Background: an optimization exercise with open tools, aiming at small area, a short achievable clock period and few clock cycles. Do not read the settings as production practice. The RTL was checked by simulation tests, not by an equivalence proof against the original design. Power and IR drop assume default switching activity.

--- flow/flow/run.sh ---
#!/bin/bash
# The standard layout (standard.sh), with the setup repair aimed at 11.5 ns of slack
# at the design's 16 ns clock, so that repair_timing keeps shortening the critical paths.
set -euo pipefail
bash standard.sh SETUP_SLACK_MARGIN=11.5 finish > standard_flow.log 2>&1
--- flow/standard.sh ---
#!/bin/bash
# synth_recipe.tcl (not shown) runs the flow's synth.tcl, then flattens the netlist and writes it again
# the make line also repeats each setting of config.mk as NAME=value (left out here)
make -C /OpenROAD-flow-scripts/flow DESIGN_CONFIG=/design/flow/config.mk WORK_HOME=/design/flow/orfs CLKGATE_MAP_FILE= SYNTH_SCRIPT=/design/flow/synth_recipe.tcl "${@:-finish}"
--- flow/config.mk ---
export PLATFORM = sky130hd
export DESIGN_NAME = ysyx_24090012
export DESIGN_NICKNAME = ysyx_24090012
export VERILOG_FILES = /design/flow/design.v
export SDC_FILE = /design/flow/constraint.sdc
export NUM_CORES = 4
export LEC_CHECK = 0
export CAP_MARGIN = 30
export CORE_MARGIN = 2
export CORE_UTILIZATION = 30
export SLEW_MARGIN = 30
--- flow/constraint.sdc ---
create_clock -name core_clock -period 16.0 [get_ports {clk}]
set_input_delay 3.2000 -clock core_clock [delete_from_list [all_inputs] [get_ports {clk}]]
set_output_delay 3.2000 -clock core_clock [all_outputs]
set_load 0.01 [all_outputs]
--- flow/design.v ---
module ysyx_24090012(
    input         clk,          
    input         reset,          
    input         io_interrupt,   
    input         io_master_awready,
    output        io_master_awvalid,
    output [31:0] io_master_awaddr,
    output [3:0]  io_master_awid,
    output [7:0]  io_master_awlen,
    output [2:0]  io_master_awsize,
    output [1:0]  io_master_awburst,
    input         io_master_wready,
    output        io_master_wvalid,
    output [31:0] io_master_wdata,
    output [3:0]  io_master_wstrb,
    output        io_master_wlast,
    output        io_master_bready,
    input         io_master_bvalid,
    input  [1:0]  io_master_bresp,
    input  [3:0]  io_master_bid,
    input         io_master_arready,
    output        io_master_arvalid,
    output [31:0] io_master_araddr,
    output [3:0]  io_master_arid,
    output [7:0]  io_master_arlen,
    output [2:0]  io_master_arsize,
    output [1:0]  io_master_arburst,
    output        io_master_rready,
    input         io_master_rvalid,
    input  [1:0]  io_master_rresp,
    input  [31:0] io_master_rdata,
    input         io_master_rlast,
    input  [3:0]  io_master_rid
);
localparam NL = 4;               
localparam LB = 2;               
localparam NW = 4;               
localparam WB = 2;               
localparam TB = 1 + 16 - LB - WB - 2;
reg  [31:0] pcf;
reg  [31:0] cdata [0:NL*NW-1];
reg  [TB-1:0] ctag [0:NL-1];
reg  [NL*NW-1:0] wv;             
reg  [31:0] rf [1:15];
reg         w_en;                
reg  [3:0]  w_rd;
reg  [31:0] w_data;
reg         x_valid;
reg  [31:0] x_pc, x_inst, x_a, x_ob;
reg         x_pred;
reg         xk_op, xk_opi, xk_ld, xk_st, xk_br, xk_jal, xk_jalr, xk_sys, xk_redir, xk_ecall;
reg         xs_alu, xs_imm, xs_auipc, xs_pc4, xs_csr, xs_zext;    
reg         x_wen;               
reg  [1:0]  bstate;
localparam B_IDLE = 2'd0, B_WR = 2'd1, B_LD = 2'd2, B_IF = 2'd3;
reg         ar_v, aw_v, w_v;
reg  [31:0] addr_q;              
reg  [LB-1:0] fill_idx;
reg  [7:0]  ar_len;
reg  [2:0]  ar_size;
reg  [31:0] st_data;
reg  [3:0]  st_strb;
reg  [2:0]  st_size;
reg         st_pend;
reg  [WB-1:0] fill_word;
reg         ld_issued;
reg         ld_clint;
reg         r_v, r_tz;
reg  [31:0] mstatus, mtvec, mepc, mcause;
reg         pend_v;
reg  [1:0]  pend_sel;
reg  [31:0] pend_data;
reg  [11:0] tpre;
reg  [57:0] tcnt;
wire [LB-1:0] f_idx  = pcf[LB+WB+1:WB+2];
wire [WB-1:0] f_word = pcf[WB+1:2];
wire [TB-1:0] f_tag  = {pcf[28], pcf[15:LB+WB+2]};
wire        f_hit  = wv[{f_idx, f_word}] && (ctag[f_idx] == f_tag);
wire [31:0] f_inst = cdata[{f_idx, f_word}];
wire [6:0]  f_op  = f_inst[6:0];
wire [2:0]  f_f3  = f_inst[14:12];
wire [6:0]  f_f7  = f_inst[31:25];
wire [3:0]  f_rs1 = f_inst[18:15];
wire [3:0]  f_rs2 = f_inst[23:20];
wire [3:0]  f_rd  = f_inst[10:7];
wire        k_lui   = (f_op == 7'b0110111);
wire        k_auipc = (f_op == 7'b0010111);
wire        k_jal   = (f_op == 7'b1101111);
wire        k_jalr  = (f_op == 7'b1100111);
wire        k_br    = (f_op == 7'b1100011);
wire        k_ld    = (f_op == 7'b0000011);
wire        k_st    = (f_op == 7'b0100011);
wire        k_opi   = (f_op == 7'b0010011);
wire        k_op    = (f_op == 7'b0110011);
wire        k_sys   = (f_op == 7'b1110011);
wire [11:0] f_csr   = f_inst[31:20];
wire        k_ecall = k_sys && f_f3 == 3'b000 && f_csr == 12'h000;
wire        k_mret  = k_sys && f_f3 == 3'b000 && f_csr == 12'h302;
wire        k_ebrk  = k_sys && f_f3 == 3'b000 && f_csr == 12'h001;
wire        k_csrw  = k_sys && (f_f3 == 3'b001 || f_f3 == 3'b010);
wire        f_use1 = !(k_lui || k_auipc || k_jal);
wire        f_use2 = k_op || k_br || k_st;
wire        f7_0  = (f_f7 == 7'b0000000);
wire        f7_20 = (f_f7 == 7'b0100000);
wire        op_ok  = f7_0 || (f7_20 && (f_f3 == 3'b000 || f_f3 == 3'b101));
wire        opi_ok = !((f_f3 == 3'b001 && !f7_0) || (f_f3 == 3'b101 && !f7_0 && !f7_20));
wire        s_alu  = (k_op && op_ok) || (k_opi && opi_ok);
wire        s_zext = (k_op && !op_ok) || (k_opi && !opi_ok) || (k_sys && !k_csrw && !k_ecall && !k_mret && !k_ebrk);
wire        f_wen  = (k_opi || k_lui || k_auipc || k_sys || k_jal || k_jalr || k_op || k_ld) && (f_rd != 4'd0);
wire [31:0] f_iimm = {{20{f_inst[31]}}, f_inst[31:20]};
wire [31:0] f_bimm = {{20{f_inst[31]}}, f_inst[7], f_inst[30:25], f_inst[11:8], 1'b0};
wire [31:0] f_jimm = {{12{f_inst[31]}}, f_inst[19:12], f_inst[20], f_inst[30:21], 1'b0};
wire [31:0] f_uimm = {f_inst[31:12], 12'b0};
wire [31:0] f_tgt_b = pcf + f_bimm;
wire [31:0] f_tgt_j = pcf + f_jimm;
wire [31:0] f_tgt  = k_jal ? f_tgt_j : f_tgt_b;
wire        f_pred = k_jal || (k_br && f_inst[31]);
wire [31:0] f_pc4  = pcf + 32'd4;
wire [31:0] f_imm  = k_lui ? f_uimm : f_iimm;
wire [2:0]  f3 = x_inst[14:12];
wire [3:0]  x_rd = x_inst[10:7];
wire [11:0] x_csr = x_inst[31:20];
wire        sub_op = xk_op && x_inst[30];
wire [31:0] sum = x_a + (sub_op ? ~x_ob : x_ob) + {31'b0, sub_op};
wire        ltu = (x_a < x_ob);
wire        lts = ($signed(x_a) < $signed(x_ob));
wire        eq  = (x_a == x_ob);
wire [4:0]  shamt = x_ob[4:0];
wire [31:0] sll = x_a << shamt;
wire [31:0] shr = $signed({x_inst[30] & x_a[31], x_a}) >>> shamt;
reg  [31:0] alu;
always @(*) begin
    case (f3)
        3'd0: alu = sum;
        3'd1: alu = sll;
        3'd2: alu = {31'b0, lts};
        3'd3: alu = xk_op ? {31'b0, ltu} : {31'b0, (x_a == 32'h0)};
        3'd4: alu = x_a ^ x_ob;
        3'd5: alu = shr[31:0];
        3'd6: alu = x_a | x_ob;
        default: alu = x_a & x_ob;
    endcase
end
wire        c_mstatus = (x_csr == 12'h300);
wire        c_mtvec   = (x_csr == 12'h305);
wire        c_mepc    = (x_csr == 12'h341);
wire        c_mcause  = (x_csr == 12'h342);
wire [31:0] csr_rd = (c_mstatus ? mstatus : 32'h0) | (c_mtvec ? mtvec : 32'h0) |
                     (c_mepc ? mepc : 32'h0) | (c_mcause ? mcause : 32'h0) |
                     ((x_csr == 12'hF11) ? 32'h79737978 : 32'h0) |
                     ((x_csr == 12'hF12) ? 32'h016F959E : 32'h0);
wire        csr_wr  = xs_csr && (c_mstatus || c_mtvec || c_mepc || c_mcause);
wire [31:0] pc4 = x_pc + 32'd4;
wire [31:0] res = ({32{xs_alu}} & alu) | ({32{xs_imm}} & x_ob) | ({32{xs_auipc}} & {x_pc[31:12] + x_inst[31:12], x_pc[11:0]}) |
                  ({32{xs_pc4}} & pc4) | ({32{xs_csr}} & csr_rd) | ({32{xs_zext}} & {24'b0, x_a[7:0]});
reg br_cond;
always @(*) begin
    case (f3)
        3'b000: br_cond = eq;
        3'b001: br_cond = !eq;
        3'b100: br_cond = lts;
        3'b101: br_cond = !lts;
        3'b110: br_cond = ltu;
        3'b111: br_cond = !ltu;
        default: br_cond = 1'b0;
    endcase
end
wire        br_eff  = xk_jal || (xk_br && br_cond);
wire        mispred = (xk_br || xk_jal) && (br_eff != x_pred);
wire [31:0] x_bimm  = {{20{x_inst[31]}}, x_inst[7], x_inst[30:25], x_inst[11:8], 1'b0};
wire [31:0] br_pc   = br_eff ? (x_pc + x_bimm) : pc4;
wire [31:0] redir_raw = xk_jalr ? {sum[31:1], 1'b0} : (xk_ecall ? mtvec : mepc);
wire [1:0]  lo = sum[1:0];
wire [31:0] x_simm = {{20{x_inst[31]}}, x_inst[31:25], x_inst[11:7]};
wire [31:0] st_sum = x_a + x_simm;
wire [1:0]  slo = st_sum[1:0];
wire [2:0]  ld_size = (f3 == 3'b001 || f3 == 3'b101) ? 3'd1 : (f3 == 3'b010) ? 3'd2 : 3'd0;
wire [2:0]  sd_size = (f3 == 3'b001) ? 3'd1 : (f3 == 3'b010) ? 3'd2 : 3'd0;
reg  [3:0]  sd_strb;
always @(*) begin
    case (sd_size)
        3'd0: sd_strb = 4'b0001 << slo;
        3'd1: sd_strb = (slo == 2'b00) ? 4'b0011 : (slo == 2'b10) ? 4'b1100 : 4'b0000;
        default: sd_strb = (slo == 2'b00) ? 4'b1111 : 4'b0000;
    endcase
end
wire [31:0] sd_data = (sd_size == 3'd0) ? {4{x_ob[7:0]}} : (sd_size == 3'd1) ? {2{x_ob[15:0]}} : x_ob;
wire        is_clint = (sum[31:16] == 16'h0200);
wire [31:0] tword = (sum[3:0] == 4'hC) ? {6'b0, tcnt[57:32]} : tcnt[31:0];
wire        bus_free = (bstate == B_IDLE) ||
                       (bstate == B_WR && io_master_bvalid) ||
                       (bstate == B_LD && ld_clint) ||
                       ((bstate == B_LD || bstate == B_IF) && io_master_rvalid && io_master_rlast);
wire        x_st_go = xk_st && !st_pend && !ar_v;    
wire        ld_req  = xk_ld && !ld_issued && !st_pend;
wire        ld_done = ld_issued && (ld_clint || ((bstate == B_LD) && io_master_rvalid));
wire [31:0] ld_word = ld_clint ? tword : io_master_rdata;
wire        ld_uns = (f3 == 3'b100 || f3 == 3'b101);
reg  [31:0] ld_val;
always @(*) begin
    case (ld_size)
        3'd0: begin
            case (lo)
                2'd0: ld_val = {{24{!ld_uns & ld_word[7]}},  ld_word[7:0]};
                2'd1: ld_val = {{24{!ld_uns & ld_word[15]}}, ld_word[15:8]};
                2'd2: ld_val = {{24{!ld_uns & ld_word[23]}}, ld_word[23:16]};
                default: ld_val = {{24{!ld_uns & ld_word[31]}}, ld_word[31:24]};
            endcase
        end
        3'd1: ld_val = (lo == 2'd0) ? {{16{!ld_uns & ld_word[15]}}, ld_word[15:0]} :
                       (lo == 2'd2) ? {{16{!ld_uns & ld_word[31]}}, ld_word[31:16]} : 32'h0;
        default: ld_val = (lo == 2'd0) ? ld_word : 32'h0;
    endcase
end
wire        x_done  = xk_st ? !st_pend : (xk_ld ? ld_done : (xk_redir ? r_v : 1'b1));
wire        x_stall = !x_done;
wire        x_ret   = x_valid && x_done;
wire        x_wr    = x_wen && x_done;
wire        fwd_ok = x_wen && !xk_ld;
wire [31:0] rf1 = (f_rs1 == 4'd0) ? 32'h0 : rf[f_rs1];
wire [31:0] rf2 = (f_rs2 == 4'd0) ? 32'h0 : rf[f_rs2];
wire [31:0] w1  = (w_en && w_rd == f_rs1) ? w_data : rf1;
wire [31:0] w2  = (w_en && w_rd == f_rs2) ? w_data : rf2;
wire [31:0] f_a = (fwd_ok && x_rd == f_rs1) ? res : w1;
wire [31:0] f_b = (fwd_ok && x_rd == f_rs2) ? res : w2;
wire        f_haz = xk_ld && x_wen &&
                    ((f_use1 && f_rs1 == x_rd) || (f_use2 && f_rs2 == x_rd));
wire        f_block = xk_redir || mispred;
wire        f_adv = f_hit && !x_stall && !f_haz && !f_block;
wire        if_req = !f_hit && !xk_redir && !r_v && (bstate != B_IF) && !(xk_ld && !ld_issued);
wire        st_wr = st_pend || x_st_go;              
wire        go_wr = bus_free && st_wr;
wire        go_ld = bus_free && !st_wr && ld_req;
wire        go_if = bus_free && !st_wr && !ld_req && if_req;
wire        pc_take_tgt = f_adv && f_pred && !r_v && !mispred;
wire [31:0] pc_other = r_v ? (r_tz ? pc4 : redir_raw) : mispred ? br_pc : f_adv ? f_pc4 : pcf;
always @(posedge clk) begin
    if (reset) begin
        pcf <= 32'h3000_0000;
        wv <= {(NL*NW){1'b0}};
        x_valid <= 1'b0;
        xk_ld <= 1'b0; xk_st <= 1'b0; xk_br <= 1'b0; xk_jal <= 1'b0; xk_redir <= 1'b0; x_wen <= 1'b0;
        w_en <= 1'b0;
        bstate <= B_IDLE;
        ar_v <= 1'b0; aw_v <= 1'b0; w_v <= 1'b0;
        st_pend <= 1'b0;
        ld_issued <= 1'b0; ld_clint <= 1'b0;
        r_v <= 1'b0;
        mstatus <= 32'h0; mtvec <= 32'h0; mepc <= 32'h0; mcause <= 32'h0;
        pend_v <= 1'b0;
        tpre <= 12'h0; tcnt <= 58'h0;
    end else begin
        tpre <= tpre + 12'h1;
        if (tpre == 12'hFFF) tcnt <= tcnt + 58'h1;
        pcf <= pc_take_tgt ? f_tgt : pc_other;
        r_v <= xk_redir && !r_v;
        if (!x_stall) begin
            x_valid <= f_adv;
            xk_ld <= f_adv && k_ld; xk_st <= f_adv && k_st; xk_br <= f_adv && k_br;
            xk_jal <= f_adv && k_jal; xk_redir <= f_adv && (k_jalr || k_ecall || k_mret);
            x_wen <= f_adv && f_wen;
        end
        w_en <= x_wr;
        if (pend_v && (x_ret || !x_valid)) begin
            pend_v <= 1'b0;
            case (pend_sel)
                2'd0: mstatus <= pend_data;
                2'd1: mtvec <= pend_data;
                2'd2: mepc <= pend_data;
                default: mcause <= pend_data;
            endcase
        end
        if (x_ret) begin
            pend_v <= csr_wr;
            if (xk_ecall) begin
                mepc <= x_pc;
                mcause <= 32'h0000000b;
            end
        end
        if (w_v && io_master_wready) st_pend <= 1'b0;
        if (x_st_go) st_pend <= 1'b1;
        if (ld_done) begin ld_issued <= 1'b0; ld_clint <= 1'b0; end
        if (ar_v && io_master_arready) ar_v <= 1'b0;
        if (aw_v && io_master_awready) aw_v <= 1'b0;
        if (w_v && io_master_wready) w_v <= 1'b0;
        if (bstate == B_IF && io_master_rvalid) wv[{fill_idx, fill_word}] <= 1'b1;
        if (bus_free) bstate <= B_IDLE;
        if (go_wr) begin
            bstate <= B_WR;
            aw_v <= 1'b1; w_v <= 1'b1;
        end
        if (go_ld) begin
            bstate <= B_LD;
            ar_v <= !is_clint;
            ld_issued <= 1'b1; ld_clint <= is_clint;
        end
        if (go_if) begin
            bstate <= B_IF;
            ar_v <= 1'b1;
            if (ctag[f_idx] != f_tag) wv[f_idx*NW +: NW] <= {NW{1'b0}};
        end
    end
end
always @(posedge clk) begin
    r_tz <= (redir_raw == 32'h0);
    if (!x_stall) begin
        x_pc <= pcf; x_inst <= f_inst;
        x_a <= f_a; x_ob <= (k_op || k_br || k_st) ? f_b : f_imm;
        x_pred <= f_pred;
        xk_op <= k_op; xk_opi <= k_opi;
        xk_jalr <= k_jalr; xk_sys <= k_sys; xk_ecall <= k_ecall;
        xs_alu <= s_alu; xs_imm <= k_lui; xs_auipc <= k_auipc; xs_pc4 <= k_jal || k_jalr;
        xs_csr <= k_csrw; xs_zext <= s_zext;
    end
    if (w_en) rf[w_rd] <= w_data;
    w_rd <= x_rd;
    w_data <= xk_ld ? ld_val : res;
    if (x_ret) begin
        pend_sel <= c_mstatus ? 2'd0 : c_mtvec ? 2'd1 : c_mepc ? 2'd2 : 2'd3;
        pend_data <= (f3 == 3'b001) ? x_a : (csr_rd | x_a);
    end
    if (x_st_go) begin
        addr_q <= st_sum; st_data <= sd_data; st_strb <= sd_strb; st_size <= sd_size;
    end
    if (bstate == B_IF && io_master_rvalid) begin
        cdata[{fill_idx, fill_word}] <= io_master_rdata;
        fill_word <= fill_word + 1'b1;
    end
    if (go_ld) begin
        addr_q <= sum; ar_len <= 8'd0; ar_size <= ld_size;
    end
    if (go_if) begin
        addr_q <= {pcf[31:2], 2'b00};
        fill_idx <= f_idx;
        ar_len <= {{(8-WB){1'b0}}, ~f_word}; ar_size <= 3'd2;
        fill_word <= f_word;
        ctag[f_idx] <= f_tag;
    end
end
assign io_master_awvalid = aw_v;
assign io_master_awaddr  = addr_q;
assign io_master_awid    = 4'h0;
assign io_master_awlen   = 8'd0;
assign io_master_awsize  = st_size;
assign io_master_awburst = 2'b01;
assign io_master_wvalid  = w_v;
assign io_master_wdata   = st_data;
assign io_master_wstrb   = st_strb;
assign io_master_wlast   = 1'b1;
assign io_master_bready  = 1'b1;
assign io_master_arvalid = ar_v;
assign io_master_araddr  = addr_q;
assign io_master_arid    = 4'h0;
assign io_master_arlen   = ar_len;
assign io_master_arsize  = ar_size;
assign io_master_arburst = 2'b01;
assign io_master_rready  = 1'b1;
endmodule
==> flow_metrics.env, run 1 <==
export IMPL_synth_area_leaders="edfxtp_1 45%, mux4_2 12%, dfxtp_1 7.3%"
export IMPL_regArea_um2=44500
export IMPL_max_freq_mhz=192
export IMPL_place_ws_ns=8.41
export IMPL_end_kind="flop"
export IMPL_cts_made_buffers=169
export IMPL_synth_edf_count=1275
export IMPL_hold_viol=0
export IMPL_viasPerCell=6.04
export IMPL_max_clock_path_buffers=3
export IMPL_crit_fanout=11
export IMPL_ys_flop_type="edfxtp_1"
export IMPL_r2r_end="pcf[31]"
export IMPL_syn_area_um2=85300
export IMPL_rsz0062_at_grt="true"
export IMPL_yosysSeqAreaShare_pct=52.1
export IMPL_drc=0
export IMPL_outcome="finished clean"
export IMPL_yosysTopAreaCellShare_pct=44.9
export IMPL_tns_ns=0
export IMPL_core_area_um2=283000
export IMPL_worst_pin_slew_ns=1.42
export IMPL_synth_area_leader_cell="edfxtp_1"
export IMPL_fin_ws_ns=10.79
export IMPL_gr_total_overflow=0
export IMPL_clock_skew_ns=0.0860
export IMPL_clock_sinks=1584
export IMPL_clockRootBuffer="clkbuf_16"
export IMPL_die_area_um2=289000
export IMPL_synthesis_instances=7060
export IMPL_crit_end="pcf[31]"
export IMPL_multi_input_area_um2=42400
export IMPL_peakVddDrop_mv=0.0846
export IMPL_vias=68957
export IMPL_ys_ff_latch=1584
export IMPL_finalMaxSlewViolations=0
export IMPL_grt_pass1_wl_mm=480
export IMPL_num_io_pins=193
export IMPL_die_height_um=537
export IMPL_numPortBuffers=148
export IMPL_ant_nets=0
export IMPL_firstDrtPassIters=9
export IMPL_p_leak_nw=37.1
export IMPL_relSlewSlack_pct=5.60
export IMPL_rr_worst_depth=23
export IMPL_routed_wirelength_mm=358
export IMPL_cts_tree="yes"
export IMPL_die_w_um=537
export IMPL_yosysUniqueCellTypes=94
export IMPL_worstSkewPairLatency_ns=0.88
export IMPL_final_cells=11420
export IMPL_fin_crit_sh_pct=32.6
export IMPL_start_util_pct=30.2
export IMPL_synth_warnings=1
export IMPL_grt_start_max_net_pins=83
export IMPL_h_tree_depth=4
export IMPL_dp_cells=10643
export IMPL_path_clk_slew_ns=0.07
export IMPL_min_period_ns=5.21
export IMPL_final_common_cell="edfxtp_1"
export IMPL_drt_iter0_markers=10801
export IMPL_p_per_area_nw_per_um2=94.2
export IMPL_drt_wirelength_per_cell_um=31.3
export IMPL_gp_congestion=1.00
export IMPL_final_layout_size_suffix_gt1_share_pct=28.1
export IMPL_startpoint_type="flop"
export IMPL_grt_pass1_vias=63336
export IMPL_antenna_found_initial=31
export IMPL_hold_class="flop to flop"
export IMPL_syn2layout_area_growth_pct=24.7
export IMPL_row_count=195
export IMPL_post_dp_hpwl_mm=217
export IMPL_path_class="flop to flop"
export IMPL_finalSetupViolations=0
export IMPL_nets=7827
export IMPL_cts_hold_buffers_added=0
export IMPL_ff2ff_setup_slack_ns=10.79
export IMPL_grtUsageTotal_pct=23.1
export IMPL_drv_cap=0
export IMPL_crit_arrival_ns=5.93
export IMPL_layout_common_cells="1275 x edfxtp_1, 553 x nand2_1, 453 x nor2_1"
export IMPL_synth_area_per_cell_um2=12.1
export IMPL_fill_cells=26612
export IMPL_crit_required_ns=16.72
export IMPL_synthArstFlopShare_pct=0
export IMPL_worst_hold_slack_ns=0.446
-- cell type report --
class,count,area share [%]
well taps,3743,4.40
repair inverters,1,0.00470
diodes,13,0.0306
clock buffers,219,4.30
inverters,151,0.569
clock inverters,93,1.10
repair buffers,748,7.94
multi-input cells,4868,39.8
flip-flops and latches,1584,41.8
-- report_power, final --
group	switching, mW	internal, mW
combinational	0.815	0.524
clock	1.77	2.32
sequential	0.0652	4.53
total	2.65	7.37
-- flip-flops by register name, indices dropped and copies added, names as in the netlist, 4 cells and up, named ones only --
name       flops
tcnt          58
x_a           32
st_strb        4
x_ob          32
x_pc          32
ctag          44
w_data        32
x_inst        25
mcause        32
mstatus       32
rf           480
mepc          32
pend_data     32
wv            16
cdata        512
st_data       32
pcf           32
addr_q        32
tpre          12
w_rd           4
mtvec         32
-- synthesized netlist by cell type, types with 33 or more instances --
library cell	n
xor2_1	123
buf_4	80
a31oi_1	46
a21oi_1	573
a221oi_1	66
and3_1	55
o21ai_0	340
o211ai_1	53
a211oi_1	144
a221o_1	35
nand3_1	136
o21a_1	45
nor2b_1	74
clkbuf_1	312
inv_1	143
o22ai_1	33
mux4_2	442
nor3_1	83
or3_1	37
xnor2_1	169
nand4_1	39
nand2_1	676
dfxtp_1	309
edfxtp_1	1275
a22oi_1	70
a222oi_1	39
ha_1	246
a21o_1	74
mux2i_1	219
buf_2	67
buf_1	49
nor2_1	522
-- cells by family (layout without fill, tap and decap cells) --
family | count (synthesis) | in the layout | share of synthesized area (%)
simple gates | 1812 | 1843 | 9.66
compound gates | 1762 | 1762 | 13.4
flops | 1584 | 1584 | 52.1
mux | 688 | 689 | 14.6
buf+inv | 669 | 1212 | 3.48
xor+xnor | 292 | 292 | 3.00
fa+ha+maj | 251 | 251 | 3.72
other cells | 2 | 44 | 0.00880
-- how the worst min path moves through the flow --
stage,slack (ns),from,cells past startpoint,endpoint
floorplan,0.41,pcf[0],0,x_pc[0]
global placement,0.42,pcf[0],0,x_pc[0]
detailed placement,0.43,pcf[0],0,x_pc[0]
CTS,0.44,pcf[0],0,x_pc[0]
global route,0.45,pcf[0],0,x_pc[0]
finish,0.45,pcf[0],0,x_pc[0]
-- worst max-delay path: stages, from the launching register on --
cell,delay (ns)
dfxtp_4,0.43
buf_4,0.15
buf_12,0.15
buf_4,0.14
mux4_2,0.53
a22oi_2,0.28
nand2_2,0.15
nand3_4,0.12
nor4_4,0.05
buf_6,0.16
mux2_4,0.33
ha_4,0.17
fa_2,0.37
a21oi_4,0.20
o21ai_4,0.10
a31oi_4,0.24
o211a_4,0.21
o31ai_4,0.06
a311o_1,0.38
mux2i_1,0.15
nor4_2,0.36
nand2_1,0.09
a21o_1,0.18
o211a_1,0.10
-- timing repair --
action                      CTS  global route
cloned                       54            41
gates resized for setup     875           665
pin swaps                   105           305
setup buffers               177           178
setup endpoints to repair  1088           554
-- through the flow --
| step | area (µm²) | total power [mW] | utilization, % |
|---|---|---|---|
| floorplan | 86200 | 5.21 | - |
| global placement | 91400 | 5.66 | 32.4 |
| detailed placement | 91500 | 5.67 | 32.4 |
| CTS | 101000 | 9.77 | 35.9 |
| global route | 106000 | 10.3 | 37.7 |
| finish | 106000 | 10.0 | 37.7 |
-- per-layer routing --
layer | vias to the layer above | wire length [µm] | global-route usage, %
li1 | 28289 | - | -
met4 | 38 | 24000 | 12.4
met3 | 1172 | 45400 | 6.13
met5 | - | 243 | 0
met2 | 4983 | 152000 | 34.3
met1 | 34475 | 136000 | 30.8
Testbench counts, summed over its fixed seeds: cycles 1,379,051.
==> run 2: changes to the inputs <==
--- a/flow/design.v
+++ b/flow/design.v
@@ -109,12 +109,9 @@
 wire        f_wen  = (k_opi || k_lui || k_auipc || k_sys || k_jal || k_jalr || k_op || k_ld) && (f_rd != 4'd0);
 wire [31:0] f_iimm = {{20{f_inst[31]}}, f_inst[31:20]};
 wire [31:0] f_bimm = {{20{f_inst[31]}}, f_inst[7], f_inst[30:25], f_inst[11:8], 1'b0};
-wire [31:0] f_jimm = {{12{f_inst[31]}}, f_inst[19:12], f_inst[20], f_inst[30:21], 1'b0};
 wire [31:0] f_uimm = {f_inst[31:12], 12'b0};
-wire [31:0] f_tgt_b = pcf + f_bimm;
-wire [31:0] f_tgt_j = pcf + f_jimm;
-wire [31:0] f_tgt  = k_jal ? f_tgt_j : f_tgt_b;
-wire        f_pred = k_jal || (k_br && f_inst[31]);
+wire [31:0] f_tgt  = pcf + f_bimm;
+wire        f_pred = k_br && f_inst[31];
 wire [31:0] f_pc4  = pcf + 32'd4;
 wire [31:0] f_imm  = k_lui ? f_uimm : f_iimm;
 wire [2:0]  f3 = x_inst[14:12];
@@ -168,7 +165,8 @@
 wire        br_eff  = xk_jal || (xk_br && br_cond);
 wire        mispred = (xk_br || xk_jal) && (br_eff != x_pred);
 wire [31:0] x_bimm  = {{20{x_inst[31]}}, x_inst[7], x_inst[30:25], x_inst[11:8], 1'b0};
-wire [31:0] br_pc   = br_eff ? (x_pc + x_bimm) : pc4;
+wire [31:0] x_jimm  = {{12{x_inst[31]}}, x_inst[19:12], x_inst[20], x_inst[30:21], 1'b0};
+wire [31:0] br_pc   = br_eff ? (x_pc + (xk_jal ? x_jimm : x_bimm)) : pc4;
 wire [31:0] redir_raw = xk_jalr ? {sum[31:1], 1'b0} : (xk_ecall ? mtvec : mepc);
 wire [1:0]  lo = sum[1:0];
 wire [31:0] x_simm = {{20{x_inst[31]}}, x_inst[31:25], x_inst[11:7]};
==> flow_metrics.env, run 2 <==
export IMPL_fin_crit_sh_pct=29.9
export IMPL_crit_chain="buf_2"
export IMPL_synth_edf_count=1275
export IMPL_relSlewSlack_pct=20.5
export IMPL_top_usage_layer="met2"
export IMPL_crit_family="flip-flops"
export IMPL_p_int_mw=7.11
export IMPL_path_class="flop to output pin"
export IMPL_outcome="finished clean"
export IMPL_startpoint_type="flop"
export IMPL_hold_class="flop to flop"
export IMPL_p_per_area_nw_per_um2=93.8
export IMPL_final_common_cell="nand2_1"
export IMPL_cp_num_buf_inv=1
export IMPL_synthTopCellsByCount="1588 x nand2_1, 1275 x edfxtp_1, 600 x nor2_1"
export IMPL_grt_pass1_vias=69028
export IMPL_place_ws_ns=9.00
export IMPL_post_dp_hpwl_mm=220
export IMPL_p_leak_nw=36.6
export IMPL_pwr_share_seq_pct=47.5
export IMPL_yosysUniqueCellTypes=101
export IMPL_die_height_um=541
export IMPL_cts_hold_buffers_added=0
export IMPL_ys_ff_latch=1584
export IMPL_gp_congestion=1.04
export IMPL_drc=0
export IMPL_tns_ns=0
export IMPL_worst_path_largest_cell_delay_ns=0.51
export IMPL_gr_total_overflow=0
export IMPL_critical_path_slowest_cell="edfxtp_1"
export IMPL_grt_pass1_wl_mm=484
export IMPL_h_tree_depth=4
export IMPL_drv_cap=0
export IMPL_synth_area_leaders="edfxtp_1 44%, dfxtp_1 7.1%, nand2_1 6.9%"
export IMPL_largestRegisters="cdata: 512 flops, rf: 480 flops, tcnt: 58 flops"
export IMPL_clock_sinks=1584
export IMPL_clock_skew_ns=0.109
export IMPL_synth_area_per_cell_um2=10.5
export IMPL_synth_area_leader_cell="edfxtp_1"
export IMPL_drt_wirelength_per_cell_um=28.2
export IMPL_row_count=197
export IMPL_stdcell_area_um2=103000
export IMPL_synthArstFlopShare_pct=0
export IMPL_clockRootBuffer="clkbuf_16"
export IMPL_rsz0062_at_grt="true"
export IMPL_yosysSeqAreaShare_pct=51.4
export IMPL_synth_warnings=1
export IMPL_min_period_ns=4.78
export IMPL_globalRouteMet3Util_pct=5.40
export IMPL_max_clock_path_buffers=3
export IMPL_path_clk_slew_ns=0.06
export IMPL_finalMaxSlewViolations=0
export IMPL_yosysMostFrequentCell="nand2_1"
export IMPL_clockPowerShare_pct=40.8
export IMPL_yosysTopAreaCellShare_pct=44.2
export IMPL_p_comb_share_pct=11.7
export IMPL_routed_wirelength_mm=350
export IMPL_worst_pin_slew_ns=1.18
export IMPL_swShare_pct=26.6
export IMPL_cts_tree="yes"
export IMPL_grtUsageTotal_pct=22.3
export IMPL_viasPerCell=5.97
export IMPL_firstDrtPassIters=10
export IMPL_peakVddDrop_mv=0.121
export IMPL_hold_viol=0
export IMPL_fin_ws_ns=11.22
export IMPL_grt_start_max_net_pins=109
export IMPL_syn2layout_area_growth_pct=19.4
export IMPL_layout_common_cells="1561 x nand2_1, 1275 x edfxtp_1, 568 x nor2_1"
export IMPL_crit_fanout=2
export IMPL_grt_use_met1_pct=28.3
export IMPL_dpl_cell_area_um2=92200
export IMPL_finalSetupViolations=0
export IMPL_worst_hold_slack_ns=0.442
export IMPL_max_freq_mhz=209
export IMPL_met2_usage_pct=34.8
export IMPL_ys_flop_type="edfxtp_1"
export IMPL_num_io_pins=193
export IMPL_core_area_um2=288000
export IMPL_crit_required_ns=12.80
export IMPL_worstSkewPairLatency_ns=0.92
export IMPL_largest_reg_flops=512
export IMPL_drt_iter0_markers=10663
export IMPL_end_kind="output pin"
export IMPL_die_w_um=541
export IMPL_antenna_found_initial=26
export IMPL_start_util_pct=30.1
export IMPL_syn_area_um2=86600
export IMPL_final_layout_size_suffix_gt1_share_pct=17.2
export IMPL_top_register="cdata"
export IMPL_vias=74026
export IMPL_die_area_um2=293000
export IMPL_p_sw_mw=2.58
export IMPL_synthesis_instances=8278
export IMPL_cts_made_buffers=170
export IMPL_crit_arrival_ns=1.58
export IMPL_numPortBuffers=148
export IMPL_ant_nets=0
export IMPL_nets=8779
[run 2: cell count changes after synthesis, sizes merged, moves of 34 or more]
| cell | change |
|---|---|
| o21ai | -87 |
| nand3 | +216 |
| mux2i | -56 |
| a211oi | -71 |
| nand2 | +913 |
| mux4 | -229 |
| nor2 | +78 |
| a311oi | +191 |
| a31oi | +65 |
| clkbuf | +126 |
| nor2b | -34 |
| and3 | +61 |
[run 2: area by class of cell]
type	count	area, µm²
Antenna cell	11	27.5
Clock buffer	222	4640
Clock inverter	87	946
Fill cell	27697	184000
Inverter	178	753
Multi-Input combinational cell	5939	41300
Sequential cell	1584	44500
Tap cell	3781	4730
Timing Repair Buffer	601	6470
Timing Repair inverter	1	7.51
[run 2: power groups by stage]
stage	Sequential [mW]	Clock [mW]	Combinational (mW)
6_report	4.60	3.96	1.13
5_1_grt	4.61	4.14	1.17
4_1_cts	4.61	3.99	1.02
3_5_place_dp	4.70	0	0.949
3_3_place_gp	4.70	0	0.938
2_1_floorplan	4.68	0	0.526
[run 2: stage by stage]
| stage | instances | total power, mW | util, % |
|---|---|---|---|
| 2_1_floorplan | 8307 | 5.20 | - |
| 3_3_place_gp | 11793 | 5.64 | 32.0 |
| 3_5_place_dp | 11793 | 5.65 | 32.0 |
| 4_1_cts | 12264 | 9.61 | 35.0 |
| 5_1_grt | 12397 | 9.93 | 35.9 |
| 6_report | 12404 | 9.70 | 36.0 |
[run 2: path summary, 6_finish.rpt]
path | startpoint | end | slack, ns | depth (start not counted)
worst min register to register | pcf[0] | x_pc[0] | 0.44 | 0
worst min-delay path | pcf[0] | x_pc[0] | 0.44 | 0
worst max register to register | flop | x_ob[30] | 11.36 | 18
worst max-delay path | addr_q[6] | io_master_awaddr[6] | 11.22 | 1
[run 2: what timing repair did]
item,4_1_cts,5_1_grt
resized for setup,864,287
buffers inserted,142,96
pin swaps,90,122
setup endpoints to repair,973,557
gates cloned,20,33
[run 2: cells by family (layout without fill, tap and decap cells)]
logic type / count (synthesis) / after routing / synth area share, %
buffers and inverters: 804 / 1089 / 3.99
xor gates and xnor gates: 286 / 286 / 2.89
muxes: 413 / 413 / 8.03
adders and majority gates: 251 / 251 / 3.67
and+or+nand+nor: 3067 / 3086 / 15.5
AOI/OAI and AO/OA: 1871 / 1872 / 14.6
DFF: 1584 / 1584 / 51.4
other: 2 / 42 / 0.00867
[run 2: metal layers]
layer	up-vias	part of all wire, %
li1	31288	-
met1	36604	38
met2	5079	44
met3	1039	12
met4	16	6.2
met5	-	0.030
Testbench counts of run 2, summed over its fixed seeds: cycles 1,380,453.
==> run 3: changes to the inputs <==
--- a/flow/design.v
+++ b/flow/design.v
@@ -212,7 +212,7 @@
 end
 wire        x_done  = xk_st ? !st_pend : (xk_ld ? ld_done : (xk_redir ? r_v : 1'b1));
 wire        x_stall = !x_done;
-wire        x_ret   = x_valid && x_done;
+wire        csr_go  = x_valid && csr_wr;        
 wire        x_wr    = x_wen && x_done;
 wire        fwd_ok = x_wen && !xk_ld;
 wire [31:0] rf1 = (f_rs1 == 4'd0) ? 32'h0 : rf[f_rs1];
@@ -259,7 +259,7 @@
             x_wen <= f_adv && f_wen;
         end
         w_en <= x_wr;
-        if (pend_v && (x_ret || !x_valid)) begin
+        if (pend_v && (!x_valid || !xk_redir || r_v)) begin
             pend_v <= 1'b0;
             case (pend_sel)
                 2'd0: mstatus <= pend_data;
@@ -268,12 +268,10 @@
                 default: mcause <= pend_data;
             endcase
         end
-        if (x_ret) begin
-            pend_v <= csr_wr;
-            if (xk_ecall) begin
-                mepc <= x_pc;
-                mcause <= 32'h0000000b;
-            end
+        if (csr_go) pend_v <= 1'b1;
+        if (x_valid && xk_ecall && r_v) begin
+            mepc <= x_pc;
+            mcause <= 32'h0000000b;
         end
         if (w_v && io_master_wready) st_pend <= 1'b0;
         if (x_st_go) st_pend <= 1'b1;
@@ -313,24 +311,24 @@
     if (w_en) rf[w_rd] <= w_data;
     w_rd <= x_rd;
     w_data <= xk_ld ? ld_val : res;
-    if (x_ret) begin
+    if (csr_go) begin
         pend_sel <= c_mstatus ? 2'd0 : c_mtvec ? 2'd1 : c_mepc ? 2'd2 : 2'd3;
         pend_data <= (f3 == 3'b001) ? x_a : (csr_rd | x_a);
     end
     if (x_st_go) begin
-        addr_q <= st_sum; st_data <= sd_data; st_strb <= sd_strb; st_size <= sd_size;
+        st_data <= sd_data; st_strb <= sd_strb; st_size <= sd_size;
+    end
+    if (x_st_go || go_ld || go_if) addr_q <= x_st_go ? st_sum : (ld_req ? sum : {pcf[31:2], 2'b00});
+    if (go_ld || go_if) begin
+        ar_len <= ld_req ? 8'd0 : {{(8-WB){1'b0}}, ~f_word};
+        ar_size <= ld_req ? ld_size : 3'd2;
     end
     if (bstate == B_IF && io_master_rvalid) begin
         cdata[{fill_idx, fill_word}] <= io_master_rdata;
         fill_word <= fill_word + 1'b1;
     end
-    if (go_ld) begin
-        addr_q <= sum; ar_len <= 8'd0; ar_size <= ld_size;
-    end
     if (go_if) begin
-        addr_q <= {pcf[31:2], 2'b00};
         fill_idx <= f_idx;
-        ar_len <= {{(8-WB){1'b0}}, ~f_word}; ar_size <= 3'd2;
         fill_word <= f_word;
         ctag[f_idx] <= f_tag;
     end
==> flow_metrics.env, run 3 <==
export IMPL_outcome="finished clean"
export IMPL_max_clock_path_buffers=3
export IMPL_finalSetupViolations=0
export IMPL_worstSetupStartpoint="io_master_rvalid"
export IMPL_num_io_pins=193
export IMPL_final_common_cell="edfxtp_1"
export IMPL_cts_hold_buffers_added=0
export IMPL_clock_sinks=1584
export IMPL_top_register="cdata"
export IMPL_drt_iter0_markers=8957
export IMPL_ys_flop_type="edfxtp_1"
export IMPL_min_period_ns=4.97
export IMPL_crit_family="compound AO/OA/AOI/OAI gates"
export IMPL_critical_path_slowest_cell="o211a_1"
export IMPL_grt_start_max_net_pins=166
export IMPL_hold_viol=0
export IMPL_yosysUniqueCellTypes=105
export IMPL_synthArstFlopShare_pct=0
export IMPL_path_class="primary input to flop"
export IMPL_h_tree_depth=4
export IMPL_fin_crit_sh_pct=31.0
export IMPL_die_height_um=540
export IMPL_gp_congestion=0.980
export IMPL_routed_wirelength_mm=339
export IMPL_grtUsageTotal_pct=22.3
export IMPL_synthMuxAreaShare_pct=12.2
export IMPL_core_area_um2=285000
export IMPL_grt_pass1_vias=63840
export IMPL_fill_cells=27654
export IMPL_numPortBuffers=148
export IMPL_cts_made_buffers=166
export IMPL_crit_fanout=5
export IMPL_synth_edf_count=1279
export IMPL_drc=0
export IMPL_clockRootBuffer="clkbuf_16"
export IMPL_yosysMostFrequentCell="edfxtp_1"
export IMPL_crit_chain="buf_12 -> and3b_2 -> o211a_1 -> o31ai_4 -> nor2_1 -> nor4b_4 -> buf_4 -> o31ai_4 -> a41oi_4 -> buf_12 -> nand4_1 -> buf_6 -> buf_4 -> a21oi_2 -> a211o_1 -> a311oi_1"
export IMPL_ant_nets=0
export IMPL_p_per_area_nw_per_um2=92.5
export IMPL_swShare_pct=24.9
export IMPL_drv_cap=0
export IMPL_crit_cells=16
export IMPL_max_freq_mhz=201
export IMPL_synth_compound_area_share_pct=14.4
export IMPL_finish_utilization_pct=35.4
export IMPL_gr_total_overflow=0
export IMPL_p_sw_mw=2.33
export IMPL_rr_worst_depth=15
export IMPL_final_cells=11574
export IMPL_ff2ff_setup_slack_ns=11.25
export IMPL_vias=68021
export IMPL_synth_area_leaders="edfxtp_1 45%, mux4_2 9.5%, dfxtp_1 7.1%"
export IMPL_p_leak_nw=35.0
export IMPL_ys_ff_latch=1584
export IMPL_pwr_share_seq_pct=48.7
export IMPL_synth_top_family_by_area="compound AO/OA/AOI/OAI gates"
export IMPL_worst_path_largest_cell_delay_ns=0.25
export IMPL_dp_cells=11057
export IMPL_rsz0062_at_grt="true"
export IMPL_cts_tree="yes"
export IMPL_r2r_start="x_a[2]"
export IMPL_worst_hold_slack_ns=0.429
export IMPL_nets=7971
export IMPL_synth_simple_area_share_pct=11.5
export IMPL_layout_common_cells="1279 x edfxtp_1, 964 x nand2_1, 525 x nor2_1"
export IMPL_worst_pin_slew_ns=1.10
export IMPL_die_w_um=540
export IMPL_yosysSeqAreaShare_pct=51.6
export IMPL_clock_skew_ns=0.0765
export IMPL_startpoint_type="primary input"
export IMPL_antenna_found_initial=31
export IMPL_end_kind="flop"
export IMPL_p_int_mw=7.03
export IMPL_final_layout_size_suffix_gt1_share_pct=19.3
export IMPL_drt_wirelength_per_cell_um=29.3
export IMPL_largest_reg_flops=512
export IMPL_syn2layout_area_growth_pct=17.3
export IMPL_worstSkewPairLatency_ns=0.84
export IMPL_viasPerCell=5.88
export IMPL_peakVddDrop_mv=0.0954
export IMPL_synth_area_per_cell_um2=11.5
export IMPL_synthXorXnorAreaFrac_pct=2.95
export IMPL_row_count=196
export IMPL_crit_end="pcf[13]"
export IMPL_post_dp_hpwl_mm=221
export IMPL_crit_required_ns=16.71
export IMPL_synth_warnings=1
export IMPL_die_area_um2=292000
export IMPL_p_comb_share_pct=9.6
export IMPL_synthTopCellsByCount="1279 x edfxtp_1, 983 x nand2_1, 556 x nor2_1"
export IMPL_finalMaxSlewViolations=0
export IMPL_path_clk_slew_ns=0.06
export IMPL_dpl_cell_area_um2=92000
export IMPL_synthAdderAreaFrac_pct=3.69
export IMPL_grt_pass1_wl_mm=474
export IMPL_crit_arrival_ns=5.68
export IMPL_yosysTopAreaCellShare_pct=44.5
export IMPL_clockPowerShare_pct=41.7
export IMPL_largestRegisters="cdata: 512 flops, rf: 480 flops, tcnt: 58 flops"
export IMPL_start_util_pct=30.2
export IMPL_cp_num_buf_inv=5
export IMPL_tns_ns=0
export IMPL_synthesis_instances=7499
export IMPL_synth_area_leader_cell="edfxtp_1"
export IMPL_stdcell_area_um2=101000
export IMPL_relSlewSlack_pct=26.6
export IMPL_hold_class="flop to flop"
export IMPL_firstDrtPassIters=9
export IMPL_syn_area_um2=86200
export IMPL_r2r_end="pcf[23]"
run 3: layout make-up:
cell class	count	area (µm²)	area share (%)
Multi-Input combinational cell	5240	40900	40.4
Inverter	154	621	0.613
Tap cell	3762	4710	4.65
Timing Repair Buffer	521	4950	4.89
Sequential cell	1584	44500	44.0
Clock inverter	85	891	0.881
Clock buffer	225	4590	4.54
Antenna cell	3	7.51	0.00742
run 3: metal layers:
metal	share of wire, %	global-route usage, %	up-vias
li1	-	-	28876
met1	39	29.7	34208
met2	45	34.8	4095
met3	10	4.51	816
met4	5.4	10.4	26
met5	0.050	0	-
run 3: power by group through the flow:
| stage | Combinational (mW) | Sequential, mW | Clock [mW] |
|---|---|---|---|
| floorplan | 0.467 | 4.65 | 0 |
| global placement | 0.798 | 4.65 | 0 |
| detailed placement | 0.805 | 4.66 | 0 |
| CTS | 0.860 | 4.56 | 3.95 |
| global route | 0.937 | 4.56 | 4.09 |
| finish | 0.895 | 4.56 | 3.91 |
run 3: kinds of logic (layout without fill, tap and decap cells):
logic type / after synthesis / after routing
fa+ha+maj: 251 / 251
buf+inv: 714 / 985
other cells: 2 / 34
flops: 1584 / 1584
compound gates: 1854 / 1854
xor+xnor: 290 / 290
simple gates: 2208 / 2213
mux: 596 / 601
run 3: how the worst min path moves through the flow:
stage | end | start | cells past startpoint | slack, ns
CTS | x_pc[0] | pcf[0] | 0 | 0.42
detailed placement | x_pc[0] | pcf[0] | 0 | 0.43
finish | x_pc[0] | pcf[0] | 0 | 0.43
global placement | x_pc[0] | pcf[0] | 0 | 0.42
floorplan | w_rd[0] | x_inst[7] | 0 | 0.37
global route | x_pc[0] | pcf[0] | 0 | 0.45
run 3: repair_timing:
item	in CTS	in global routing
resized for setup	763	159
pin swaps	63	59
setup endpoints to repair	938	381
setup buffers	124	55
cloned	18	5
run 3: stage by stage:
| step | total power, mW | worst slack (ns) |
|---|---|---|
| 5_1_grt | 9.59 | 10.95 |
| 2_1_floorplan | 5.12 | 9.61 |
| 4_1_cts | 9.36 | 11.06 |
| 3_3_place_gp | 5.45 | 8.33 |
| 6_report | 9.36 | 11.03 |
| 3_5_place_dp | 5.46 | 8.27 |
run 3: worst register-to-register path, stage by stage (launching register included):
cell,delay (ns)
edfxtp_1,0.79
inv_1,0.24
ha_1,0.39
nor2_1,0.06
a221o_1,0.40
a221oi_2,0.41
a31o_2,0.31
nand3_1,0.13
a311oi_2,0.32
buf_4,0.26
nor2_1,0.12
buf_6,0.21
nand2_4,0.29
nor2_4,0.13
a221o_1,0.37
o221a_1,0.20
Testbench counts of run 3, summed over its fixed seeds: cycles 1,380,453.
==> run 4: changes to the inputs <==
--- a/flow/design.v
+++ b/flow/design.v
@@ -110,7 +110,9 @@
 wire [31:0] f_iimm = {{20{f_inst[31]}}, f_inst[31:20]};
 wire [31:0] f_bimm = {{20{f_inst[31]}}, f_inst[7], f_inst[30:25], f_inst[11:8], 1'b0};
 wire [31:0] f_uimm = {f_inst[31:12], 12'b0};
-wire [31:0] f_tgt  = pcf + f_bimm;
+wire [12:0] f_tlo  = {1'b0, pcf[11:0]} + {1'b0, f_bimm[11:0]};
+wire [19:0] f_hm1  = pcf[31:12] - 20'd1;
+wire [31:0] f_tgt  = {f_tlo[12] ? pcf[31:12] : f_hm1, f_tlo[11:0]};
 wire        f_pred = k_br && f_inst[31];
 wire [31:0] f_pc4  = pcf + 32'd4;
 wire [31:0] f_imm  = k_lui ? f_uimm : f_iimm;
--- a/flow/config.mk
+++ b/flow/config.mk
@@ -7,5 +7,5 @@
 export LEC_CHECK = 0
 export CAP_MARGIN = 30
 export CORE_MARGIN = 2
-export CORE_UTILIZATION = 30
+export CORE_UTILIZATION = 55
 export SLEW_MARGIN = 30
==> flow_metrics.env, run 4 <==
export IMPL_numPortBuffers=148
export IMPL_hold_viol=0
export IMPL_clock_sinks=1584
export IMPL_crit_arrival_ns=5.59
export IMPL_clockPowerShare_pct=42.2
export IMPL_relSlewSlack_pct=26.8
export IMPL_clockRootBuffer="clkbuf_16"
export IMPL_vias=69194
export IMPL_yosysUniqueCellTypes=95
export IMPL_antenna_found_initial=19
export IMPL_clock_skew_ns=0.109
export IMPL_finish_utilization_pct=63.9
export IMPL_ant_nets=0
export IMPL_min_period_ns=4.84
export IMPL_drt_wirelength_per_cell_um=33.8
export IMPL_fin_ws_ns=11.16
export IMPL_path_class="primary input to flop"
export IMPL_synth_area_leader_cell="edfxtp_1"
export IMPL_synth_area_leaders="edfxtp_1 45%, mux4_2 9.0%, dfxtp_1 7.2%"
export IMPL_synth_warnings=1
export IMPL_max_clock_path_buffers=3
export IMPL_row_count=144
export IMPL_critical_path_slowest_cell="or3_4"
export IMPL_p_comb_share_pct=9.1
export IMPL_yosysTopAreaCellShare_pct=45.2
export IMPL_layout_common_cells="1279 x edfxtp_1, 1138 x nand2_1, 528 x a21oi_1"
export IMPL_crit_family="compound AO/OA/AOI/OAI gates"
export IMPL_outcome="finished clean"
export IMPL_rsz0062_at_grt="true"
export IMPL_finalMaxSlewViolations=0
export IMPL_final_common_cell="edfxtp_1"
export IMPL_p_sw_mw=2.36
export IMPL_synthesis_instances=7598
export IMPL_h_tree_depth=4
export IMPL_cts_hold_buffers_added=0
export IMPL_grt_pass1_vias=64131
export IMPL_synth_area_per_cell_um2=11.2
export IMPL_syn_area_um2=84900
export IMPL_pwr_share_seq_pct=48.7
export IMPL_tns_ns=0
export IMPL_firstDrtPassIters=9
export IMPL_die_w_um=397
export IMPL_ys_ff_latch=1584
export IMPL_syn2layout_area_growth_pct=15.6
export IMPL_cp_num_buf_inv=5
export IMPL_grtUsageTotal_pct=41.7
export IMPL_nets=8058
export IMPL_p_leak_nw=34.9
export IMPL_fin_crit_sh_pct=30.3
export IMPL_die_area_um2=158000
export IMPL_synth_edf_count=1279
export IMPL_drc=0
export IMPL_drv_cap=0
export IMPL_cts_tree="yes"
export IMPL_final_layout_size_suffix_gt1_share_pct=18.7
export IMPL_crit_fanout=7
export IMPL_viasPerCell=6.94
export IMPL_hold_class="flop to flop"
export IMPL_start_util_pct=55.3
export IMPL_synthArstFlopShare_pct=0
export IMPL_grt_start_max_net_pins=142
export IMPL_worst_pin_slew_ns=1.09
export IMPL_end_kind="flop"
export IMPL_post_dp_hpwl_mm=215
export IMPL_largestRegisters="cdata: 512 flops, rf: 480 flops, tcnt: 58 flops"
export IMPL_num_io_pins=193
export IMPL_startpoint_type="primary input"
export IMPL_yosysSeqAreaShare_pct=52.4
export IMPL_ff2ff_setup_slack_ns=11.33
export IMPL_cts_made_buffers=168
export IMPL_swShare_pct=25.3
export IMPL_core_area_um2=154000
export IMPL_yosysMostFrequentCell="edfxtp_1"
export IMPL_worst_path_largest_cell_delay_ns=0.41
export IMPL_path_clk_slew_ns=0.06
export IMPL_gr_total_overflow=0
export IMPL_die_height_um=397
export IMPL_largest_reg_flops=512
export IMPL_peakVddDrop_mv=0.121
export IMPL_grt_pass1_wl_mm=470
export IMPL_place_ws_ns=9.19
export IMPL_p_per_area_nw_per_um2=95.2
export IMPL_power_mw=9.34
export IMPL_p_int_mw=6.98
export IMPL_worstSkewPairLatency_ns=0.88
export IMPL_synthTopCellsByCount="1279 x edfxtp_1, 1152 x nand2_1, 567 x a21oi_1"
export IMPL_routed_wirelength_mm=337
export IMPL_max_freq_mhz=206
export IMPL_crit_required_ns=16.74
export IMPL_finalSetupViolations=0
export IMPL_ys_flop_type="edfxtp_1"
export IMPL_crit_chain="buf_12 -> buf_4 -> a31oi_4 -> o22ai_4 -> o21ai_4 -> nor2_4 -> buf_6 -> nand3_4 -> nor3_4 -> a31oi_4 -> buf_6 -> nor2_4 -> or3_4 -> buf_12 -> a2111oi_4 -> a31oi_1"
export IMPL_top_register="cdata"
export IMPL_gp_congestion=1.04
export IMPL_fill_cells=11776
export IMPL_drt_iter0_markers=10223
run 4: cell types whose count changed after synthesis, moves of 55 or more:
cell	before	now
a211oi_1	197	108
a21oi_1	477	567
a311oi_1	12	92
a31oi_1	169	114
and2_1	134	32
nand2_1	983	1152
nand3_1	106	263
run 4: timing repair:
action	4_1_cts	5_1_grt
endpoints found under the hold margin	0	0
setup endpoints to repair	919	532
gates resized for setup	719	173
pin swaps	52	69
cloned	18	6
buffers inserted	112	77
run 4: path summary, 6_finish.rpt:
kind              cells past startpoint      end              from
hold reg to reg                       1  tpre[0]           tpre[0]
setup / recovery                     16  pcf[29]  io_master_rvalid
setup reg to reg                     18  pcf[23]              flop
hold / removal                        1  tpre[0]           tpre[0]
run 4: layout make-up:
cell class              instances  area, µm²  share of cell area, %
flip-flops and latches       1584      44500                   45.4
multi-input cells            5307      39600                   40.4
repair buffers                535       5100                   5.20
clock buffers                 215       4440                   4.52
well taps                    2044       2560                   2.61
clock inverters                95       1130                   1.15
inverters                     175        712                  0.725
diodes                         13       32.5                 0.0331
run 4: kinds of logic after synthesis:
| logic type | Yosys count | synth area share, % |
|---|---|---|
| DFF | 1584 | 52.4 |
| other | 2 | 0.00884 |
| buffers and inverters | 746 | 3.67 |
| xor gates and xnor gates | 259 | 2.67 |
| AOI/OAI and AO/OA | 1754 | 13.5 |
| muxes | 529 | 11.3 |
| and+or+nand+nor | 2490 | 13.0 |
| adders and majority gates | 234 | 3.49 |
run 4: per-layer routing:
| metal | global-route usage [%] | up-vias | share of wire, % | wire, µm |
|---|---|---|---|---|
| li1 | - | 29024 | - | - |
| met1 | 55.1 | 34009 | 36 | 122000 |
| met2 | 62.7 | 5049 | 44 | 149000 |
| met3 | 9.97 | 1102 | 12 | 41300 |
| met4 | 25.5 | 10 | 7.4 | 24800 |
| met5 | 0 | - | 0.019 | 65 |
run 4: power groups by stage:
stage / clock [mW] / combinational, mW / sequential, mW
final: 3.94 / 0.849 / 4.55
after CTS: 3.95 / 0.796 / 4.55
after global routing: 4.12 / 0.881 / 4.55
after floorplan: 0 / 0.431 / 4.65
after detailed placement: 0 / 0.771 / 4.64
after global placement: 0 / 0.758 / 4.64
run 4: stage by stage:
stage	cells	hold slack, ns	area [µm²]
finish	9968	0.445	98200
global route	9958	0.467	98100
CTS	9872	0.450	96500
detailed placement	9432	0.426	88900
global placement	9428	0.430	88700
floorplan	7627	0.403	85500
Testbench counts of run 4, summed over its fixed seeds: cycles 1,380,453.
==> run 5: changes to the inputs <==
--- a/flow/design.v
+++ b/flow/design.v
@@ -232,8 +232,9 @@
 wire        go_wr = bus_free && st_wr;
 wire        go_ld = bus_free && !st_wr && ld_req;
 wire        go_if = bus_free && !st_wr && !ld_req && if_req;
-wire        pc_take_tgt = f_adv && f_pred && !r_v && !mispred;
-wire [31:0] pc_other = r_v ? (r_tz ? pc4 : redir_raw) : mispred ? br_pc : f_adv ? f_pc4 : pcf;
+wire        pc_take_tgt = f_pred && !r_v && !mispred;
+wire [31:0] pc_other = r_v ? (r_tz ? pc4 : redir_raw) : mispred ? br_pc : f_pc4;
+wire        pc_en = r_v || mispred || f_adv;
 always @(posedge clk) begin
     if (reset) begin
         pcf <= 32'h3000_0000;
@@ -252,7 +253,7 @@
     end else begin
         tpre <= tpre + 12'h1;
         if (tpre == 12'hFFF) tcnt <= tcnt + 58'h1;
-        pcf <= pc_take_tgt ? f_tgt : pc_other;
+        if (pc_en) pcf <= pc_take_tgt ? f_tgt : pc_other;
         r_v <= xk_redir && !r_v;
         if (!x_stall) begin
             x_valid <= f_adv;
==> flow_metrics.env, run 5 <==
export IMPL_outcome="finished clean"
export IMPL_grt_start_max_net_pins=85
export IMPL_peakVddDrop_mv=0.104
export IMPL_grtUsageTotal_pct=39.9
export IMPL_max_freq_mhz=215
export IMPL_viasPerCell=6.99
export IMPL_die_area_um2=157000
export IMPL_syn_area_um2=84600
export IMPL_grt_pass1_vias=61064
export IMPL_synth_top_family_by_area="multiplexers"
export IMPL_finalSetupViolations=0
export IMPL_synth_warnings=1
export IMPL_met2_usage_pct=59.6
export IMPL_largest_reg_flops=512
export IMPL_final_layout_size_suffix_gt1_share_pct=19.6
export IMPL_post_dp_hpwl_mm=203
export IMPL_worst_pin_slew_ns=1.17
export IMPL_stdcell_area_um2=96400
export IMPL_num_io_pins=193
export IMPL_nets=7462
export IMPL_multi_input_area_um2=38700
export IMPL_fin_crit_sh_pct=29.1
export IMPL_gr_total_overflow=0
export IMPL_synthTopCellsByCount="1279 x edfxtp_1, 775 x nand2_1, 561 x a21oi_1"
export IMPL_end_kind="flop"
export IMPL_synth_area_leaders="edfxtp_1 45%, mux4_2 11%, dfxtp_1 7.2%"
export IMPL_die_w_um=396
export IMPL_crit_path_frequent_cell="a21oi_1"
export IMPL_relSlewSlack_pct=21.5
export IMPL_startpoint_type="flop"
export IMPL_dpl_cell_area_um2=88100
export IMPL_cts_tree="yes"
export IMPL_synth_compound_area_share_pct=12.5
export IMPL_row_count=143
export IMPL_grt_use_met1_pct=52.9
export IMPL_globalRouteMet3Util_pct=9.73
export IMPL_gp_congestion=1.04
export IMPL_drv_cap=0
export IMPL_max_clock_path_buffers=3
export IMPL_synthAdderAreaFrac_pct=3.51
export IMPL_yosysTopAreaCellShare_pct=45.4
export IMPL_ys_flop_type="edfxtp_1"
export IMPL_regArea_um2=44500
export IMPL_worst_hold_slack_ns=0.450
export IMPL_drt_iter0_markers=9551
export IMPL_top_usage_layer="met2"
export IMPL_cts_made_buffers=168
export IMPL_final_common_cell="edfxtp_1"
export IMPL_p_per_area_nw_per_um2=97.4
export IMPL_hold_viol=0
export IMPL_h_tree_depth=4
export IMPL_grt_pass1_wl_mm=446
export IMPL_synthesis_instances=7014
export IMPL_vias=65446
export IMPL_cp_num_buf_inv=1
export IMPL_syn2layout_area_growth_pct=14.0
export IMPL_fill_cells=11836
export IMPL_yosysUniqueCellTypes=106
export IMPL_antenna_found_initial=14
export IMPL_top_register="cdata"
export IMPL_numPortBuffers=148
export IMPL_ff2ff_setup_slack_ns=11.34
export IMPL_synth_simple_area_share_pct=10.5
export IMPL_p_leak_nw=33.7
export IMPL_start_util_pct=55.6
export IMPL_synthMuxAreaShare_pct=14.4
export IMPL_largestRegisters="cdata: 512 flops, rf: 480 flops, tcnt: 58 flops"
export IMPL_routed_wirelength_mm=321
export IMPL_die_height_um=396
export IMPL_core_area_um2=152000
export IMPL_worstSkewPairLatency_ns=0.87
export IMPL_synthXorXnorAreaFrac_pct=2.74
export IMPL_synthArstFlopShare_pct=0
export IMPL_synth_edf_count=1279
export IMPL_drc=0
export IMPL_path_class="flop to flop"
export IMPL_crit_required_ns=16.79
export IMPL_crit_family="compound AO/OA/AOI/OAI gates"
export IMPL_rsz0062_at_grt="true"
export IMPL_hold_class="flop to flop"
export IMPL_ys_ff_latch=1584
export IMPL_worst_path_largest_cell_delay_ns=0.50
export IMPL_ant_nets=0
export IMPL_firstDrtPassIters=9
export IMPL_crit_chain="nand2_8 -> buf_12 -> xnor2_1 -> ha_1 -> a21oi_1 -> o21ai_0 -> a311o_2 -> a21o_1 -> a21oi_1 -> xor2_2 -> o221ai_1 -> nor4bb_1 -> nand4_1 -> nor4_1 -> and3_1"
export IMPL_clock_sinks=1584
export IMPL_yosysMostFrequentCell="edfxtp_1"
export IMPL_drt_wirelength_per_cell_um=34.4
export IMPL_tns_ns=0
export IMPL_crit_fanout=8
export IMPL_synth_area_leader_cell="edfxtp_1"
export IMPL_min_period_ns=4.66
export IMPL_yosysSeqAreaShare_pct=52.6
export IMPL_clock_skew_ns=0.0822
export IMPL_layout_common_cells="1279 x edfxtp_1, 764 x nand2_1, 544 x a21oi_1"
export IMPL_crit_arrival_ns=5.45
export IMPL_path_clk_slew_ns=0.07
export IMPL_critical_path_slowest_cell="edfxtp_1"
export IMPL_synth_area_per_cell_um2=12.1
export IMPL_clockRootBuffer="clkbuf_16"
export IMPL_finalMaxSlewViolations=0
==> run 5: changes by cell type after synthesis, moves of 31 or more <==
cell      previous run  this run
nand2_1           1152       775
nand3_1            263       136
mux4_2             339       430
o21ai_0            316       235
clkbuf_1           386       316
a311oi_1            92        28
buf_1               90        56
mux2i_1            153       187
nor2b_1             61        28
a31oi_1            114        83
==> run 5: kinds of logic after synthesis <==
family	after synthesis
flip-flops	1584
buffers and inverters	689
multiplexers	656
XOR/XNOR	265
AND/OR/NAND/NOR	1964
AO/OA/AOI/OAI	1620
other	2
adder cells (fa/ha/maj)	234
==> run 5: stage by stage <==
stage	power [mW]	std cells	utilization [%]	worst slack, ns
6_report	9.39	9357	63.3	11.34
5_1_grt	9.63	9350	63.3	11.32
4_1_cts	9.38	9282	62.6	11.25
3_5_place_dp	5.40	8861	57.8	9.52
3_3_place_gp	5.39	8859	57.8	9.57
2_1_floorplan	5.09	7043	-	9.94
==> run 5: power by group <==
group	total [mW]	switching (mW)	internal, mW
combinational	0.812	0.527	0.285
sequential	4.55	0.0451	4.51
clock	4.03	1.75	2.28
==> run 5: area by class of cell <==
| cell class | instances | share of cell area, % |
|---|---|---|
| repair buffers | 476 | 4.42 |
| inverters | 166 | 0.690 |
| flip-flops and latches | 1584 | 46.2 |
| well taps | 2030 | 2.63 |
| clock inverters | 105 | 1.31 |
| multi-input cells | 4779 | 40.1 |
| diodes | 7 | 0.0182 |
| clock buffers | 210 | 4.62 |
==> run 5: what timing repair did <==
item	4_1_cts	5_1_grt
pin swaps	29	29
endpoints found under the setup margin	1009	495
gates resized for setup	655	110
buffers inserted	95	60
cloned	11	8
hold buffers	0	0
==> run 5: layer usage <==
layer / up-vias / wire, µm
li1: 27282 / -
met1: 32518 / 119000
met4: 14 / 23600
met3: 1044 / 36500
met5: - / 83
met2: 4588 / 142000
==> run 5: worst paths after layout <==
| path | startpoint | to | cells after the start |
|---|---|---|---|
| max | xk_op | r_tz | 15 |
| min | tpre[0] | tpre[0] | 1 |
| max reg2reg | xk_op | r_tz | 15 |
| min reg2reg | tpre[0] | tpre[0] | 1 |
==> run 5: worst reg2reg max path: stages, from the launching register on <==
cell	delay [ns]
edfxtp_1	0.50
nand2_8	0.12
buf_12	0.17
xnor2_1	0.13
ha_1	0.37
a21oi_1	0.22
o21ai_0	0.17
a311o_2	0.49
a21o_1	0.21
a21oi_1	0.28
xor2_2	0.48
o221ai_1	0.18
nor4bb_1	0.46
nand4_1	0.33
nor4_1	0.35
and3_1	0.19
Testbench counts of run 5, summed over its fixed seeds: cycles 1,380,453.

[static timing again, ports no longer ideal]
The flow's constraints put no driver on any port. The routed layouts listed below were extracted and timed again, unchanged, in two steps.
Step 1, drivers: a clkbuf_16 drives clk and a buf_2 each remaining input, both assumed.
Step 2, shift: input delay + t, output delay - t, t = (earliest + latest rising clock arrival at the registers) / 2. This alone moves slack from input paths to output paths.
Slacks: ideal / step 1 / step 2; pairs: ideal / step 1.
| run | t, ns | slack for setup (ns) | latest minus earliest clock arrival (ns) | worst slew at a driven data input, ns | cell pins on the clock port's net |
|---|---|---|---|---|---|
| run 1 | 0.926 | 10.788 / 10.788 / 10.013 | 0.087 / 0.086 | 0.23 | 1 |
| run 2 | 0.956 | 11.222 / 11.126 / 10.299 | 0.115 / 0.115 | 0.16 | 1 |
| run 3 | 0.900 | 11.033 / 11.088 / 10.188 | 0.077 / 0.077 | 0.17 | 1 |
| run 4 | 0.907 | 11.157 / 11.183 / 10.276 | 0.114 / 0.114 | 0.10 | 1 |
| run 5 | 0.915 | 11.339 / 11.269 / 10.641 | 0.082 / 0.082 | 0.09 | 1 |
After both steps setup and hold are still met in every run listed. For run 2, which loses most, drivers alone change the setup slack by -0.096 ns; drivers and shift together by -0.923 ns.
